Background: an optimization exercise with open tools, aiming at small area. Do not read the settings as production practice.
The RTL was checked by simulation tests, not by an equivalence proof against the original design.
Power figures rest on the tool's default switching activity, not on a simulated workload.

## luFactorizer
module luFactorizer(clk,rst,a11,a12,a13,a14,a21,a22,a23,a24,a25,a31,a32,a33,a34,a35,a36,a41,a42,a43,a44,a45,a46,a47,a52,a53,a54,a55,a56,a57,a58,a63,a64,a65,a66,a67,a68,a74,a75,a76,a77,a78,a85,a86,a87,a88,lL1,lL2,lL3,uL1,uL2,uL3,uL4);
Size in the first run: ~410 I/O pins.
==> flow/config.mk <==
export PLATFORM = sky130hd
export DESIGN_NAME = luFactorizer
export DESIGN_NICKNAME = luFactorizer
export VERILOG_FILES = /design/flow/design.v
export SDC_FILE = /design/flow/constraint.sdc
export NUM_CORES = 4
export LEC_CHECK = 0
export CAP_MARGIN = 20
export CORE_MARGIN = 2
export CORE_UTILIZATION = 40
export CTS_BUF_LIST = sky130_fd_sc_hd__clkbuf_8
export SLEW_MARGIN = 20
==> flow/constraint.sdc <==
create_clock -name core_clock -period 8.0 [get_ports {clk}]
set_input_delay 1.6000 -clock core_clock [delete_from_list [all_inputs] [get_ports {clk}]]
set_output_delay 1.6000 -clock core_clock [all_outputs]
set_load 0.01 [all_outputs]
standard.sh (not shown) runs the stock make flow with config.mk's settings and CLKGATE_MAP_FILE= SYNTH_SCRIPT=/design/flow/synth_recipe.tcl, a recipe that flattens the netlist after the stock synthesis.
==> flow/flow/run.sh <==
#!/bin/bash
set -euo pipefail
export CTS_ARGS="-sink_clustering_enable -repair_clock_nets -buf_list sky130_fd_sc_hd__clkbuf_8 -dont_use_dummy_load"
cd "$(dirname "$0")/.."
R="$PWD/orfs/results/sky130hd/luFactorizer/base"
bash standard.sh BUFFER_PORTS_ARGS="-buffer_cell sky130_fd_sc_hd__buf_1" synth > make_synth.log 2>&1
cp "$R/1_2_yosys.v" "$PWD/synth_standard.v"
if python3 flow/fapol.py "$PWD/synth_standard.v" "$PWD/synth_fapol.v" > fapol.log 2>&1; then
  cp "$PWD/synth_fapol.v" "$R/1_2_yosys.v"
  rm -f "$R/1_synth.odb" "$R/1_synth.sdc"
fi
bash standard.sh BUFFER_PORTS_ARGS="-buffer_cell sky130_fd_sc_hd__buf_1" finish > make_finish.log 2>&1
==> flow/flow/fapol.py <==
#!/usr/bin/env python3
"""Flip the polarity of full-adder cells (FA(~a,~b,~c) = ~FA(a,b,c)) in a Yosys-written gate netlist
where that lowers the number of inverters; rewrites the netlist in place. Registers are untouched."""
import re, sys, collections, random
src, dst = sys.argv[1], sys.argv[2]
txt = open(src).read()
OUTP = {'X', 'Y', 'Q', 'Q_N', 'SUM', 'COUT'}
cell_re = re.compile(r'^  (sky130_fd_sc_hd__\w+) (\S+(?: )?) \(\n(.*?)\n  \);\n', re.S | re.M)
cells = []
for m in cell_re.finditer(txt):
    t, n, body = m.group(1), m.group(2), m.group(3)
    pins = re.findall(r'^\s+\.(\w+)\((.*)\),?$', body, re.M)
    cells.append({'type': t, 'name': n, 'pins': [(p, v.strip()) for p, v in pins], 'span': m.span()})
isinv = lambda c: re.match(r'sky130_fd_sc_hd__(clk)?inv_\d+$', c['type'])
isfa = lambda c: re.match(r'sky130_fd_sc_hd__fa_\d+$', c['type'])
drv = {}
for i, c in enumerate(cells):
    for p, v in c['pins']:
        if p in OUTP: drv[v] = (i, p)
# nets referenced outside cells (ports, assigns): treat as fixed sinks of their own polarity
body_wo_cells = cell_re.sub('', txt)
ext = set(re.findall(r'assign\s+(\S+)\s*=\s*(\S+?)\s*;', body_wo_cells))
portnames = set()
hdr = re.search(r'module\s+\w+\s*\((.*?)\);', txt, re.S).group(1)
for p in hdr.replace('\n', ' ').split(','): portnames.add(p.strip())
outports = set(re.findall(r'^\s*output\s+(?:\[\d+:\d+\]\s*)?(\w+);', txt, re.M))
def is_outport_net(v):
    b = re.sub(r'\[\d+\]$', '', v.strip())
    return b in outports
def root(v):
    pol = 0
    while v in drv and isinv(cells[drv[v][0]]):
        c = cells[drv[v][0]]
        v = dict(c['pins'])['A']; pol ^= 1
    return v, pol
# sinks: (cell index, pin, root, pol) for non-inverter cells
sinks = collections.defaultdict(list)
for i, c in enumerate(cells):
    if isinv(c): continue
    for p, v in c['pins']:
        if p in OUTP: continue
        r, pol = root(v)
        sinks[r].append((i, p, pol))
fixed_roots = set()
for v in list(drv):
    if is_outport_net(v): fixed_roots.add(root(v)[0])
fa = [i for i, c in enumerate(cells) if isfa(c)]
faout = {}
for i in fa:
    for p, v in cells[i]['pins']:
        if p in OUTP: faout[v] = i
# forbid flipping FAs whose outputs feed ports through inverters or directly
forbid = set(faout[r] for r in fixed_roots if r in faout)
flip = {}
def cost_root(r):
    prov = flip.get(faout[r], 0) if r in faout else 0
    need = set()
    for i, p, pol in sinks.get(r, []):
        need.add(pol ^ (flip.get(i, 0) if i in flip or isfa(cells[i]) else 0) ^ prov)
    return 1 if 1 in need else 0
def touched(i):
    rs = set()
    for p, v in cells[i]['pins']:
        rs.add(root(v)[0] if p not in OUTP else v)
    return rs
roots_of = {i: touched(i) for i in fa}
def total():
    return sum(cost_root(r) for r in sinks)
base = total()
best = None
for seed in range(1, 11):
    random.seed(seed)
    flip = {}
    order = [i for i in fa if i not in forbid]
    for sweep in range(20):
        improved = False
        random.shuffle(order)
        for i in order:
            rs = roots_of[i]
            before = sum(cost_root(r) for r in rs)
            flip[i] = 1 - flip.get(i, 0)
            after = sum(cost_root(r) for r in rs)
            if after < before: improved = True
            else: flip[i] = 1 - flip[i]
        if not improved: break
    t = total()
    if best is None or t < best[0]: best = (t, dict(flip))
flip = best[1]
flipped = [i for i in fa if flip.get(i, 0)]
final = total()
sys.stderr.write('fapol: inverter roots needed %d -> %d, flipped %d of %d full adders\n' % (base, final, len(flipped), len(fa)))
# ---- rebuild ----
affected = set()
for i in flipped:
    affected |= roots_of[i]
newwires = []
cnt = [0]
def newnet(prefix):
    cnt[0] += 1
    n = '_fapol_%s%d_' % (prefix, cnt[0]); newwires.append(n); return n
# flipped FA outputs drive new nets carrying the complement
provnet = {}   # root -> net carrying root value in provided polarity
provpol = {}
for r in affected:
    if r in faout and flip.get(faout[r], 0):
        provnet[r] = newnet('n'); provpol[r] = 1
    else:
        provnet[r] = r; provpol[r] = 0
invnet = {}
newcells = []
def get_pol(r, want):
    if want == provpol[r]: return provnet[r]
    if r not in invnet:
        invnet[r] = newnet('i')
        newcells.append(('sky130_fd_sc_hd__inv_1', '_fapol_inv%d_' % cnt[0], [('A', provnet[r]), ('Y', invnet[r])]))
    return invnet[r]
# rewrite pins
removed_inv = set()
for i, c in enumerate(cells):
    if isinv(c): continue
    newpins = []
    for p, v in c['pins']:
        if p in OUTP:
            if isfa(c) and flip.get(i, 0): v = provnet[v]
            newpins.append((p, v)); continue
        r, pol = root(v)
        if r in affected:
            want = pol ^ (1 if (isfa(c) and flip.get(i, 0)) else 0)
            v = get_pol(r, want)
        newpins.append((p, v))
    c['pins'] = newpins
# original inverters whose root is affected: drop them if their outputs are no longer used
used = collections.Counter()
for c in cells:
    for p, v in c['pins']:
        if p not in OUTP: used[v] += 1
for t, n, pins in newcells:
    for p, v in pins:
        if p not in OUTP: used[v] += 1
changed = True
keep = [True] * len(cells)
while changed:
    changed = False
    for i, c in enumerate(cells):
        if not keep[i] or not isinv(c): continue
        y = dict(c['pins'])['Y']; a = dict(c['pins'])['A']
        if used[y] == 0 and not is_outport_net(y) and root(y)[0] in affected:
            keep[i] = False; used[a] -= 1; changed = True
# original (unflipped-name) FA output nets that are no longer driven must not be loaded
out = []
pos = 0
def fmt(t, n, pins):
    esc = lambda v: v + ' ' if v.startswith('\\') else v
    return '  %s %s (\n%s\n  );\n' % (t, n, ',\n'.join('    .%s(%s)' % (p, esc(v)) for p, v in pins))
for i, c in enumerate(cells):
    s, e = c['span']
    out.append(txt[pos:s]); pos = e
    if keep[i]: out.append(fmt(c['type'], c['name'], c['pins']))
rest = txt[pos:]
idx = rest.rfind('endmodule')
out.append(rest[:idx])
for t, n, pins in newcells: out.append(fmt(t, n, pins))
out.append(rest[idx:])
res = ''.join(out)
# declare new wires after the module header's last declaration
decl = ''.join('  wire %s;\n' % w for w in newwires)
m = re.search(r'\);\n', res)
res = res[:m.end()] + decl + res[m.end():]
# drop declarations of nets that are no longer referenced by any cell
refs = collections.Counter(re.findall(r'\.\w+\(([^()]*)\)', res))
refs = set(v.strip() for v in refs)
def keepdecl(m):
    n = m.group(1).strip()
    return m.group(0) if (n in refs or not n.startswith('_')) else ''
res = re.sub(r'^  wire (\S+(?: )?);\n', keepdecl, res, flags=re.M)
open(dst, 'w').write(res)
kept_inv = sum(1 for i, c in enumerate(cells) if keep[i] and isinv(c)) + len(newcells)
sys.stderr.write('fapol: inverters %d -> %d\n' % (sum(1 for c in cells if isinv(c)), kept_inv))
Then changed:
Settings changed: GPL_TIMING_DRIVEN from default to 0.
=> Clock skew came out higher by 0.011 ns; first-iteration DRC count came out higher by 1.7%; cell count came out higher by 2.3%; maximum frequency came out lower by 14%; power came out higher by 0.63%; sequential share of layout area barely changes; clock power came out higher by about 2%; global-route usage came out higher by 0.99 points; die area stays the same.
Then changed:
--- a/flow/flow/run.sh
+++ b/flow/flow/run.sh
@@ -2,3 +2,3 @@
 set -euo pipefail
-export CTS_ARGS="-sink_clustering_enable -repair_clock_nets -buf_list sky130_fd_sc_hd__clkbuf_8 -dont_use_dummy_load"
+export CTS_ARGS="-sink_clustering_enable -repair_clock_nets -sink_clustering_size 30 -buf_list sky130_fd_sc_hd__clkbuf_16 -dont_use_dummy_load"
 cd "$(dirname "$0")/.."
Settings changed: GPL_TIMING_DRIVEN 0 to default.
After rerunning:
- area after synthesis does not change
- via count shrinks by 2.0%
- fmax grows by about 16%
- sequential share of layout area shrinks by 0.12 points
- power grows by about 8%
Then changed:
--- a/flow/flow/run.sh
+++ b/flow/flow/run.sh
@@ -2,3 +2,2 @@
 set -euo pipefail
-export CTS_ARGS="-sink_clustering_enable -repair_clock_nets -sink_clustering_size 30 -buf_list sky130_fd_sc_hd__clkbuf_16 -dont_use_dummy_load"
 cd "$(dirname "$0")/.."
--- a/flow/flow/fapol.py
+++ b/flow/flow/fapol.py
@@ -69,21 +69,16 @@
 base = total()
-best = None
-for seed in range(1, 11):
-    random.seed(seed)
-    flip = {}
-    order = [i for i in fa if i not in forbid]
-    for sweep in range(20):
-        improved = False
-        random.shuffle(order)
-        for i in order:
-            rs = roots_of[i]
-            before = sum(cost_root(r) for r in rs)
-            flip[i] = 1 - flip.get(i, 0)
-            after = sum(cost_root(r) for r in rs)
-            if after < before: improved = True
-            else: flip[i] = 1 - flip[i]
-        if not improved: break
-    t = total()
-    if best is None or t < best[0]: best = (t, dict(flip))
-flip = best[1]
+best = base
+random.seed(1)
+order = [i for i in fa if i not in forbid]
+for sweep in range(20):
+    improved = False
+    random.shuffle(order)
+    for i in order:
+        rs = roots_of[i]
+        before = sum(cost_root(r) for r in rs)
+        flip[i] = 1 - flip.get(i, 0)
+        after = sum(cost_root(r) for r in rs)
+        if after < before: improved = True
+        else: flip[i] = 1 - flip[i]
+    if not improved: break
 flipped = [i for i in fa if flip.get(i, 0)]
Routed wire length went down by 1.0%.
Design area is about the same.
Hold slack improved by 0.046 ns.
Power goes down by 2.5%.
Global-route usage decreases by 0.80 points.
First-iteration DRC count grows by 9.8%.
Core utilization hardly moves.
Setup slack stays flat.
Combinational power came out lower by about 1%.
Then changed:
--- a/flow/flow/run.sh
+++ b/flow/flow/run.sh
@@ -2,2 +2,3 @@
 set -euo pipefail
+export CTS_ARGS="-sink_clustering_enable -repair_clock_nets -sink_clustering_size 20 -buf_list sky130_fd_sc_hd__clkbuf_8 -dont_use_dummy_load"
 cd "$(dirname "$0")/.."
--- a/flow/flow/fapol.py
+++ b/flow/flow/fapol.py
@@ -69,16 +69,21 @@
 base = total()
-best = base
-random.seed(1)
-order = [i for i in fa if i not in forbid]
-for sweep in range(20):
-    improved = False
-    random.shuffle(order)
-    for i in order:
-        rs = roots_of[i]
-        before = sum(cost_root(r) for r in rs)
-        flip[i] = 1 - flip.get(i, 0)
-        after = sum(cost_root(r) for r in rs)
-        if after < before: improved = True
-        else: flip[i] = 1 - flip[i]
-    if not improved: break
+best = None
+for seed in range(1, 11):
+    random.seed(seed)
+    flip = {}
+    order = [i for i in fa if i not in forbid]
+    for sweep in range(20):
+        improved = False
+        random.shuffle(order)
+        for i in order:
+            rs = roots_of[i]
+            before = sum(cost_root(r) for r in rs)
+            flip[i] = 1 - flip.get(i, 0)
+            after = sum(cost_root(r) for r in rs)
+            if after < before: improved = True
+            else: flip[i] = 1 - flip[i]
+        if not improved: break
+    t = total()
+    if best is None or t < best[0]: best = (t, dict(flip))
+flip = best[1]
 flipped = [i for i in fa if flip.get(i, 0)]
Sequential power stays flat.
Die area is about the same.
Wire length grows slightly.
Setup slack improved by 0.017 ns.
Final cell count shrinks slightly.
Clock-buffer cell count is unchanged.
Via count shrinks slightly.
Global-route usage grows by 0.61 points.
Clock skew barely changes.

-- re-timing with driven ports --
The results above use ideal ports. As a check the final layouts listed here were re-extracted and re-timed, cells and wires unchanged.
Step 1, drivers: a clkbuf_16 drives clk and a buf_2 each remaining input, both assumed.
Step 2 adds t to the input delays and takes it off the output delays; t is the mean of the earliest and latest rising clock arrival at the registers after step 1. Input paths then give back, and output paths get back, about the clock's delay inside the block.
Three values: ideal ports, drivers, drivers and shift; two values: the first two.
run	t (ns)	setup slack, ns	hold WS [ns]	worst register clock-pin slew, ns	pins driven straight from the clock port
the first run	0.408	1.995 / 2.018 / 1.610	0.351 / 0.351 / 0.351	0.09 / 0.09	1
the second run	0.419	0.993 / 0.993 / 0.993	0.370 / 0.370 / 0.370	0.10 / 0.10	1
the third run	0.391	1.964 / 1.989 / 1.599	0.352 / 0.352 / 0.352	0.07 / 0.07	1
the fourth run	0.426	1.966 / 1.966 / 1.576	0.398 / 0.398 / 0.398	0.10 / 0.10	1
the fifth run	0.416	1.983 / 1.983 / 1.610	0.363 / 0.363 / 0.363	0.09 / 0.09	1
After both steps every run listed still meets setup and hold. The setup slack of the fourth run, which loses most, moves by 0.000 ns with the drivers and by -0.390 ns with both steps.
